This design comes from an exercise in tuning for small area on the open sky130 flow, not from production work.
RTL that was checked went through simulation tests only; none was proved equivalent to the original.
The clock port is modelled as an ideal driver; clocking choices that lean on that would not hold on a real chip.
Power figures rest on the tool's default switching activity, not on a simulated workload.

==> inputs of try-fjord <==
==> flow/design.v <==
module cpu #(
    parameter unsigned CLOCK_DIVIDER = 12
) (
    input logic clock_i,
    input logic reset_i,
    input logic [7:0] data_i,
    input logic data_valid_i,
    output logic [7:0] data_o,
    output logic [15:0] address_o,
    output logic bus_read_o,
    output logic bus_write_o
);
  logic [3:0] cnt;
  logic step;
  assign step = (cnt == 4'd3);
  always_ff @(posedge clock_i) begin
    if (reset_i) cnt <= 4'd7;
    else if (step) cnt <= 4'd8;
    else cnt <= cnt + 4'd1;
  end
  logic par;
  always_ff @(posedge clock_i) begin
    if (reset_i) par <= 1'b0;
    else if (step) par <= ~par;
  end
  logic late;   
  logic shift, first, last;
  always_comb begin
    if (late) begin
      shift = (cnt[3] & cnt[2]) | (~cnt[3] & ~cnt[2]);
      first = (cnt == 4'd12);
      last  = (cnt == 4'd3);
    end else begin
      shift = cnt[3];
      first = (cnt == 4'd8);
      last  = (cnt == 4'd15);
    end
  end
  localparam logic [3:0]
    Q_F0    = 4'd3,   
    Q_F1    = 4'd7,   
    Q_EXD   = 4'd1,   
    Q_EXN   = 4'd6,   
    Q_ZP1   = 4'd12,   
    Q_ZX1   = 4'd9,   
    Q_ZX2   = 4'd13,   
    Q_I3    = 4'd14,   
    Q_I4    = 4'd4,   
    Q_AB1   = 4'd5,   
    Q_AB2   = 4'd0,   
    Q_RST   = 4'd8,   
    Q_STUCK = 4'd10;   
  logic [3:0] q;
  logic [7:0] ir;
  logic [7:0] a, x, y, sp, t, h;
  logic c, cy;
  logic [15:0] pc;
  logic upc;   
  logic zh;   
  function automatic logic [3:0] decode(input logic [7:0] o);
    if (o == 8'hEA || o == 8'h38 || o == 8'h18 || o == 8'hAA || o == 8'hA8 || o == 8'h8A ||
        o == 8'h98 || o == 8'h9A || o == 8'hBA)
      decode = Q_EXN;
    else if (o == 8'hA9 || o == 8'hA2 || o == 8'hA0 || o == 8'h69 || o == 8'hE9 ||
             o == 8'hC9 || o == 8'h29 || o == 8'h49 || o == 8'h09)
      decode = Q_EXD;
    else if (o == 8'h85 || o == 8'hA5 || o == 8'hA6 || o == 8'hA4)
      decode = Q_ZP1;
    else if (o == 8'hB5 || o == 8'hA1)
      decode = Q_ZX1;
    else if (o == 8'hAD || o == 8'h6D || o == 8'hED || o == 8'hCD || o == 8'h2D ||
             o == 8'h4D || o == 8'h0D || o == 8'h4C)
      decode = Q_AB1;
    else
      decode = Q_STUCK;
  endfunction
  logic implied;
  assign implied = (data_i == 8'hEA) | (data_i == 8'h38) | (data_i == 8'h18) |
                   (data_i == 8'hAA) | (data_i == 8'hA8) | (data_i == 8'h8A) |
                   (data_i == 8'h98) | (data_i == 8'h9A) | (data_i == 8'hBA);
  logic [3:0] nq;
  logic nrd, nwr, set_upc, clr_upc, set_zh, clr_zh;
  logic pc_inc, pc_jmp;
  logic ld_ir, t_d, t_h, h_d;
  logic c_ld, c_v;
  logic f_sa_a, f_sa_x, f_sa_y, f_sa_sp, f_sb_t, f_binv, f_op0, f_op1, f_k1, f_kc, f_d_a, f_d_x, f_d_y, f_d_sp, f_d_t, f_upd_c, f_c_ld, f_c_v, f_is_sta, f_is_idx;
  assign f_sa_a = (~ir[7]) | (ir[6]) | (ir[5] & ~ir[4] & ir[3] & ~ir[0]);
  assign f_sa_x = (~ir[5] & ir[1]);
  assign f_sa_y = (~ir[5] & ~ir[1] & ~ir[0]);
  assign f_sa_sp = (ir[5] & ir[4] & ir[3]);
  assign f_sb_t = (~ir[3]) | (ir[0]);
  assign f_binv = (ir[7] & ir[6] & ir[5]);
  assign f_op0 = (~ir[7] & ~ir[6]);
  assign f_op1 = (~ir[7] & ~ir[5]);
  assign f_k1 = (ir[7] & ~ir[5] & ir[0]);
  assign f_kc = (ir[6] & ir[5]);
  assign f_d_a = (ir[5] & ir[0]) | (~ir[7] & ir[0]) | (ir[6] & ir[2] & ir[0]) | (ir[7] & ir[4] & ~ir[1]) | (~ir[6] & ~ir[4] & ir[3]);
  assign f_d_x = (~ir[6] & ir[1]);
  assign f_d_y = (ir[7] & ~ir[1] & ~ir[0]);
  assign f_d_sp = (ir[4] & ir[1]);
  assign f_d_t = 1'b1;
  assign f_upd_c = (ir[6] & ir[5] & ~ir[1]) | (ir[7] & ir[6] & ~ir[5]);
  assign f_c_ld = (~ir[3] & ~ir[0]) | (ir[5] & ~ir[3] & ir[2]) | (ir[7] & ~ir[6] & ir[3] & ~ir[2] & ir[0]) | (~ir[7] & ir[4]);
  assign f_c_v = (~ir[7] & ir[5]);
  assign f_is_sta = (~ir[5]);
  assign f_is_idx = (~ir[2]);
  always_comb begin
    nq = q;
    nrd = 1'b0;
    nwr = 1'b0;
    set_upc = 1'b0; clr_upc = 1'b0; set_zh = 1'b0; clr_zh = 1'b0;
    pc_inc = 1'b0; pc_jmp = 1'b0;
    ld_ir = 1'b0; t_d = 1'b0; t_h = 1'b0; h_d = 1'b0;
    c_ld = 1'b0; c_v = 1'b0;
    case (q)
      Q_F0, Q_F1: begin
        nq = Q_F0;
        if (data_valid_i) begin
          ld_ir = 1'b1;
          nq = decode(data_i);
          if (!implied) begin
            nrd = 1'b1; pc_inc = 1'b1;
          end
        end
      end
      Q_EXD, Q_EXN: begin
        if (data_valid_i || q == Q_EXN) begin
          nq = Q_F1;
          t_d = 1'b1;
          nrd = 1'b1; pc_inc = 1'b1; set_upc = 1'b1;
          c_ld = f_c_ld; c_v = f_c_v;
        end
      end
      Q_ZP1: begin
        if (data_valid_i) begin
          nq = Q_EXN;
          t_d = 1'b1; clr_upc = 1'b1; set_zh = 1'b1;
          if (f_is_sta) nwr = 1'b1;
          else nrd = 1'b1;
        end
      end
      Q_ZX1: begin
        if (data_valid_i) begin
          nq = Q_ZX2;
          t_d = 1'b1;
        end
      end
      Q_ZX2: begin
        nq = f_is_idx ? Q_I3 : Q_EXN;
        nrd = 1'b1; clr_upc = 1'b1; set_zh = 1'b1;
      end
      Q_I3: begin
        nq = Q_I4;
        nrd = 1'b1; t_h = 1'b1; h_d = 1'b1;
      end
      Q_I4: begin
        nq = Q_EXN;
        nrd = 1'b1; t_h = 1'b1; h_d = 1'b1; clr_zh = 1'b1;
      end
      Q_AB1, Q_RST: begin
        if (data_valid_i) begin
          nq = Q_AB2;
          t_d = 1'b1; nrd = 1'b1; pc_inc = 1'b1;
        end
      end
      Q_AB2: begin
        if (data_valid_i) begin
          nrd = 1'b1;
          if (!ir[0]) begin   
            nq = Q_F0;
            pc_jmp = 1'b1;
          end else begin
            nq = Q_EXD;
            h_d = 1'b1; clr_upc = 1'b1; clr_zh = 1'b1;
          end
        end
      end
      default: ;
    endcase
  end
  localparam logic [1:0] OP_ADD = 2'd0, OP_AND = 2'd1, OP_EOR = 2'd2, OP_ORA = 2'd3;
  logic sa_a, sa_x, sa_y, sa_sp, sa_h, sb_t, binv;
  logic [1:0] op;
  logic cin;
  logic d_a, d_x, d_y, d_sp, d_t, d_h;   
  logic r_x;   
  logic upd_c;
  always_comb begin
    sa_a = 1'b0; sa_x = 1'b0; sa_y = 1'b0; sa_sp = 1'b0; sa_h = 1'b0; sb_t = 1'b0;
    binv = 1'b0; op = OP_ORA; cin = 1'b0;
    d_a = 1'b0; d_x = 1'b0; d_y = 1'b0; d_sp = 1'b0; d_t = 1'b0; d_h = 1'b0;
    r_x = 1'b0;
    upd_c = 1'b0;
    case (q)
      Q_F1: begin
        sa_a = f_sa_a; sa_x = f_sa_x; sa_y = f_sa_y; sa_sp = f_sa_sp; sb_t = f_sb_t;
        binv = f_binv; op = {f_op1, f_op0}; cin = f_k1 | (f_kc & (c ^ f_binv));
        d_a = f_d_a; d_x = f_d_x; d_y = f_d_y; d_sp = f_d_sp; d_t = f_d_t;
        upd_c = f_upd_c;
      end
      Q_ZP1: begin   
        sa_a = 1'b1; d_h = 1'b1;
      end
      Q_ZX2: begin
        sa_x = 1'b1; r_x = 1'b1; sb_t = 1'b1; d_t = 1'b1; d_h = 1'b1; op = OP_ADD; cin = 1'b0;
      end
      Q_I3: begin
        sa_h = 1'b1; d_h = 1'b1; op = OP_ADD; cin = 1'b1;
      end
      Q_RST: begin
        d_a = 1'b1; d_x = 1'b1; d_y = 1'b1; d_sp = 1'b1;
      end
      default: ;
    endcase
  end
  logic ab, bb, z, ci, co;
  always_comb begin
    ab = (sa_a & a[0]) | (sa_x & x[0]) | (sa_y & y[0]) | (sa_sp & sp[0]) | (sa_h & h[0]);
    bb = (sb_t & t[0]) ^ binv;
    ci = first ? cin : cy;
    co = (ab & bb) | (ab & ci) | (bb & ci);
    case (op)
      OP_ADD: z = ab ^ bb ^ ci;
      OP_AND: z = ab & bb;
      OP_EOR: z = ab ^ bb;
      default: z = ab | bb;
    endcase
  end
  assign late = par & (q != Q_I3);
  logic sh_t, sh_h;
  assign sh_t  = shift & d_t;
  assign sh_h  = shift & d_h;
  always_ff @(posedge clock_i) begin
    a <= {(shift & d_a) ? z : a[0], a[7:1]};
    x <= {(shift & d_x & ~r_x) ? z : x[0], x[7:1]};
    y <= {(shift & d_y) ? z : y[0], y[7:1]};
    sp <= {(shift & d_sp) ? z : sp[0], sp[7:1]};
    if (shift) cy <= co;
    if (sh_t) t <= {z, t[7:1]};
    else if (step & t_d) t <= data_i;
    else if (step & t_h) t <= h;
    if (sh_h) h <= {z, h[7:1]};
    else if (step & h_d) h <= data_i;
  end
  always_ff @(posedge clock_i) begin
    if (reset_i) begin
      q <= Q_RST;
      ir[0] <= 1'b0;
      bus_read_o <= 1'b1;
      bus_write_o <= 1'b0;
      c <= 1'b0;
      pc <= 16'hFFFC;
      upc <= 1'b1;
    end else begin
      if (shift & last & upd_c) c <= co;
      if (step) begin
        q <= nq;
        if (ld_ir) ir <= data_i;
        bus_read_o <= nrd;
        bus_write_o <= nwr;
        if (set_upc) upc <= 1'b1;
        else if (clr_upc) upc <= 1'b0;
        if (set_zh) zh <= 1'b1;
        else if (clr_zh) zh <= 1'b0;
        if (c_ld) c <= c_v;
        if (pc_inc) pc <= pc + 16'd1;
        else if (pc_jmp) pc <= {data_i, t};
      end
    end
  end
  assign address_o = upc ? pc : {zh ? 8'd0 : h, t};
  assign data_o = h;
endmodule
==> flow/flow/run.sh <==
#!/bin/bash
# The standard layout (standard.sh) with changes that only make the layout
# smaller: the smallest buffer on every port; gates with slack to spare sized
# down after the floorplan (repair_timing -recover_power); and a clock net
# buffered by a single clkbuf_16 at the registers' centroid instead of an
# H-tree. Each tool's full output goes to a log of its own here; ORFS also keeps
# per-step logs under orfs/logs/.
set -euo pipefail
export BUFFER_PORTS_ARGS="-buffer_cell sky130_fd_sc_hd__buf_1"
export POST_FLOORPLAN_TCL="$PWD/flow/downsize_hook.tcl"
export PRE_CTS_TCL="$PWD/flow/clock.tcl"
bash standard.sh > standard.log 2>&1
==> flow/flow/clock.tcl <==
# PRE_CTS hook: drive every register's clock pin from one clkbuf_16 placed at
# the registers' centroid; the clock port then feeds only that buffer.
set block [ord::get_db_block]
set clknet [$block findNet clock_i]
set master [[ord::get_db] findMaster sky130_fd_sc_hd__clkbuf_16]
set buf [odb::dbInst_create $block $master clkroot]
set net [odb::dbNet_create $block clkroot_net]
$net setSigType CLOCK
set sx 0
set sy 0
set n 0
foreach it [$clknet getITerms] {
  set inst [$it getInst]
  if { [$inst getName] eq "clkroot" } { continue }
  set b [$inst getBBox]
  set sx [expr {$sx + ([$b xMin] + [$b xMax]) / 2}]
  set sy [expr {$sy + ([$b yMin] + [$b yMax]) / 2}]
  incr n
  $it disconnect
  $it connect $net
}
[$buf findITerm A] connect $clknet
[$buf findITerm X] connect $net
$buf setLocation [expr {$sx / $n}] [expr {$sy / $n}]
$buf setPlacementStatus PLACED
puts "clock.tcl: clkroot drives $n clock pins"
==> flow/flow/downsize_hook.tcl <==
# POST_FLOORPLAN hook: size down gates that have slack to spare.
repair_timing -recover_power 100 -verbose
==> flow/standard.sh <==
#!/bin/bash
# synth_recipe.tcl (not shown) runs the flow's synth.tcl, then flattens the netlist and writes it again
# the make line also repeats each setting of config.mk as NAME=value (left out here)
make -C /OpenROAD-flow-scripts/flow DESIGN_CONFIG=/design/flow/config.mk WORK_HOME=/design/flow/orfs CLKGATE_MAP_FILE= SYNTH_SCRIPT=/design/flow/synth_recipe.tcl "${@:-finish}"
==> flow/config.mk <==
export PLATFORM = sky130hd
export DESIGN_NAME = cpu
export DESIGN_NICKNAME = cpu
export VERILOG_FILES = /design/flow/design.v
export SDC_FILE = /design/flow/constraint.sdc
export NUM_CORES = 4
export LEC_CHECK = 0
export CAP_MARGIN = 20
export CORE_MARGIN = 2
export CORE_UTILIZATION = 55
export SLEW_MARGIN = 20
==> flow/constraint.sdc <==
create_clock -name core_clock -period 10.0 [get_ports {clock_i}]
set_input_delay 2.0000 -clock core_clock [delete_from_list [all_inputs] [get_ports {clock_i}]]
set_output_delay 2.0000 -clock core_clock [all_outputs]
set_load 0.01 [all_outputs]
==> inputs of try-delta, as changes to try-fjord <==
--- a/flow/design.v
+++ b/flow/design.v
@@ -37,19 +37,17 @@
     end
   end
   localparam logic [3:0]
-    Q_F0    = 4'd3,   
-    Q_F1    = 4'd7,   
-    Q_EXD   = 4'd1,   
-    Q_EXN   = 4'd6,   
-    Q_ZP1   = 4'd12,   
-    Q_ZX1   = 4'd9,   
-    Q_ZX2   = 4'd13,   
-    Q_I3    = 4'd14,   
-    Q_I4    = 4'd4,   
+    Q_F0    = 4'd15,   
+    Q_F1    = 4'd1,   
+    Q_EXN   = 4'd14,   
+    Q_ZP1   = 4'd4,   
+    Q_ZX2   = 4'd0,   
+    Q_I3    = 4'd6,   
+    Q_I4    = 4'd2,   
     Q_AB1   = 4'd5,   
-    Q_AB2   = 4'd0,   
-    Q_RST   = 4'd8,   
-    Q_STUCK = 4'd10;   
+    Q_AB2   = 4'd9,   
+    Q_RST   = 4'd3,   
+    Q_STUCK = 4'd12;   
   logic [3:0] q;
   logic [7:0] ir;
   logic [7:0] a, x, y, sp, t, h;
@@ -63,11 +61,9 @@
       decode = Q_EXN;
     else if (o == 8'hA9 || o == 8'hA2 || o == 8'hA0 || o == 8'h69 || o == 8'hE9 ||
              o == 8'hC9 || o == 8'h29 || o == 8'h49 || o == 8'h09)
-      decode = Q_EXD;
-    else if (o == 8'h85 || o == 8'hA5 || o == 8'hA6 || o == 8'hA4)
+      decode = Q_EXN;
+    else if (o == 8'h85 || o == 8'hA5 || o == 8'hA6 || o == 8'hA4 || o == 8'hB5 || o == 8'hA1)
       decode = Q_ZP1;
-    else if (o == 8'hB5 || o == 8'hA1)
-      decode = Q_ZX1;
     else if (o == 8'hAD || o == 8'h6D || o == 8'hED || o == 8'hCD || o == 8'h2D ||
              o == 8'h4D || o == 8'h0D || o == 8'h4C)
       decode = Q_AB1;
@@ -104,6 +100,10 @@
   assign f_c_v = (~ir[7] & ir[5]);
   assign f_is_sta = (~ir[5]);
   assign f_is_idx = (~ir[2]);
+  logic f_is_zx;   
+  assign f_is_zx = ir[4] | ~ir[2];
+  logic f_needdv;   
+  assign f_needdv = (~ir[3] & ~ir[2] & ~ir[0]) | (ir[3] & ir[0]);
   always_comb begin
     nq = q;
     nrd = 1'b0;
@@ -123,8 +123,8 @@
           end
         end
       end
-      Q_EXD, Q_EXN: begin
-        if (data_valid_i || q == Q_EXN) begin
+      Q_EXN: begin
+        if (data_valid_i || !f_needdv) begin
           nq = Q_F1;
           t_d = 1'b1;
           nrd = 1'b1; pc_inc = 1'b1; set_upc = 1'b1;
@@ -133,16 +133,15 @@
       end
       Q_ZP1: begin
         if (data_valid_i) begin
-          nq = Q_EXN;
-          t_d = 1'b1; clr_upc = 1'b1; set_zh = 1'b1;
-          if (f_is_sta) nwr = 1'b1;
-          else nrd = 1'b1;
-        end
-      end
-      Q_ZX1: begin
-        if (data_valid_i) begin
-          nq = Q_ZX2;
           t_d = 1'b1;
+          if (f_is_zx) begin   
+            nq = Q_ZX2;
+          end else begin
+            nq = Q_EXN;
+            clr_upc = 1'b1; set_zh = 1'b1;
+            if (f_is_sta) nwr = 1'b1;
+            else nrd = 1'b1;
+          end
         end
       end
       Q_ZX2: begin
@@ -170,7 +169,7 @@
             nq = Q_F0;
             pc_jmp = 1'b1;
           end else begin
-            nq = Q_EXD;
+            nq = Q_EXN;
             h_d = 1'b1; clr_upc = 1'b1; clr_zh = 1'b1;
           end
         end
==> flow/flow/run.sh (replaced) <==
#!/bin/bash
# The standard layout (standard.sh) with three changes that only make the
# layout smaller: the smallest buffer on every port, a clock tree of clkbuf_8
# without dummy loads, and, after the floorplan, gates on paths with positive
# slack sized down (repair_timing -recover_power). Each tool's full output goes
# to a log of its own here; ORFS also keeps per-step logs under orfs/logs/.
set -euo pipefail
export BUFFER_PORTS_ARGS="-buffer_cell sky130_fd_sc_hd__buf_1"
export CTS_ARGS="-sink_clustering_enable -repair_clock_nets -buf_list sky130_fd_sc_hd__clkbuf_8 -dont_use_dummy_load"
bash standard.sh synth floorplan > standard_floorplan.log 2>&1
openroad -no_init -exit flow/downsize.tcl > downsize.log 2>&1
bash standard.sh > standard_finish.log 2>&1
==> flow/flow/downsize.tcl (new file) <==
# Size down gates that have slack to spare, in the floorplan's database.
set res orfs/results/$::env(FLOW_PLATFORM)/cpu/base
read_db $res/2_floorplan.odb
read_liberty $::env(FLOW_HOME)/platforms/sky130hd/lib/sky130_fd_sc_hd__tt_025C_1v80.lib
read_sdc $res/2_floorplan.sdc
source $::env(FLOW_HOME)/platforms/sky130hd/setRC.tcl
report_design_area
report_worst_slack -max
repair_timing -recover_power 100 -verbose
report_design_area
report_worst_slack -max
write_db $res/2_floorplan.odb
removed: flow/flow/clock.tcl
removed: flow/flow/downsize_hook.tcl
==> inputs of try-raven, as changes to try-fjord <==
--- a/flow/design.v
+++ b/flow/design.v
@@ -37,19 +37,19 @@
     end
   end
   localparam logic [3:0]
-    Q_F0    = 4'd3,   
-    Q_F1    = 4'd7,   
-    Q_EXD   = 4'd1,   
-    Q_EXN   = 4'd6,   
-    Q_ZP1   = 4'd12,   
-    Q_ZX1   = 4'd9,   
-    Q_ZX2   = 4'd13,   
-    Q_I3    = 4'd14,   
-    Q_I4    = 4'd4,   
-    Q_AB1   = 4'd5,   
-    Q_AB2   = 4'd0,   
-    Q_RST   = 4'd8,   
-    Q_STUCK = 4'd10;   
+    Q_F0    = 4'd0,    
+    Q_F1    = 4'd1,    
+    Q_EXD   = 4'd2,    
+    Q_EXN   = 4'd3,    
+    Q_ZP1   = 4'd4,    
+    Q_ZX1   = 4'd5,    
+    Q_ZX2   = 4'd6,    
+    Q_I3    = 4'd7,    
+    Q_I4    = 4'd8,    
+    Q_AB1   = 4'd9,    
+    Q_AB2   = 4'd10,   
+    Q_RST   = 4'd11,   
+    Q_STUCK = 4'd12;   
   logic [3:0] q;
   logic [7:0] ir;
   logic [7:0] a, x, y, sp, t, h;
==> flow/run.sh (new file) <==
#!/bin/bash
# synth_recipe.tcl (not shown) runs the flow's synth.tcl, then flattens the netlist and writes it again
# the make line also repeats each setting of config.mk as NAME=value (left out here)
make -C /OpenROAD-flow-scripts/flow DESIGN_CONFIG=/design/flow/config.mk WORK_HOME=/design/flow/orfs CLKGATE_MAP_FILE= SYNTH_SCRIPT=/design/flow/synth_recipe.tcl finish
--- a/flow/config.mk
+++ b/flow/config.mk
@@ -7,5 +7,8 @@
 export LEC_CHECK = 0
 export CAP_MARGIN = 20
 export CORE_MARGIN = 2
-export CORE_UTILIZATION = 55
+export CORE_UTILIZATION = 40
+export CTS_BUF_LIST = sky130_fd_sc_hd__clkbuf_8
+export CTS_CLUSTER_DIAMETER = 200
+export CTS_CLUSTER_SIZE = 50
 export SLEW_MARGIN = 20
removed: flow/flow/run.sh
removed: flow/flow/clock.tcl
removed: flow/flow/downsize_hook.tcl
removed: flow/standard.sh
==> metrics.md <==
| Metric | Value |
|---|---|
| Period utilization | about two fifths |
| Final core utilization | 46.4% |
| Comb power | 0.0000857 W |
| # Taps | 143 |
| R2R cell count | 10 |
| Status | finished clean |
| Synth top area cells | dfxtp_1 26%, edfxtp_1 16%, nand2_1 3.8% |
| Static leakage | slightly below 2 nW |
| Setup crit start | upc |
| Fmax | 239 MHz |
| Iter 0 DRT Violations | about 270 |
| Sw frac | 29.3% |
| Slew of the pin with the lowest slew margin | 921 ps |
the above is filed under try-raven

==> metrics.md <==
| Metric | Value |
|---|---|
| Iter 0 DRT Violations | ~320 |
| Sw frac | 30.4% |
| # Taps | 105 |
| Comb power | 0.0000930 W |
| Synth top area cells | dfxtp_1 27%, edfxtp_1 16%, o21ai_0 5.6% |
| Status | finished clean |
| Fmax | 253 MHz |
| Setup crit start | data_valid_i |
| Static leakage | approximately 1.8 nW |
| Slew of the pin with the lowest slew margin | 970 ps |
the above is filed under try-fjord

==> metrics.md <==
| Metric | Value |
|---|---|
| # Taps | between 100 and 150 |
| Total nets after synthesis | 506 |
| Status | finished clean |
| Static leakage | 1.75 nW |
| Slew of the pin with the lowest slew margin | about 1000 ps |
| Period utilization | 45.4% |
| Setup crit start | data_i[5] |
| Synth top area cells | dfxtp_1 28%, edfxtp_1 17%, o21ai_0 4.6% |
| Iter 0 DRT Violations | around 400 |
| Sw frac | about 28% |
| Comb power | 0.000107 W |
| R2R cell count | 11 |
the above is filed under try-delta

Function not checked in try-raven: the RTL went through the layout flow alone.

-- port drivers added, routing unchanged --
How much do the figures lean on ideal ports? The routed layouts below were timed once more, with nothing changed but the port constraints.
Step 1, drivers: a clkbuf_16 drives clock_i and a buf_2 each remaining input, both assumed.
Step 2 moves the port delays by t, midway between the first and last clock arrival at a register: inputs arrive t later, outputs are due t later. That takes back most of the time a late clock gives input paths.
a / b / c = ideal ports / drivers / drivers and shift; a / b = the first two.
run	t (ns)	slack for setup (ns)	latest minus earliest clock arrival (ns)	pins driven straight from the clock port
try-fjord	0.512	6.047 / 6.032 / 5.548	0.019 / 0.020	1
try-delta	0.381	5.464 / 5.471 / 5.090	0.039 / 0.040	1
try-raven	0.413	5.818 / 5.786 / 5.467	0.013 / 0.013	1
After both steps setup and hold are still met in every run listed. For try-fjord, which loses most, drivers alone change the setup slack by -0.015 ns; drivers and shift together by -0.499 ns.
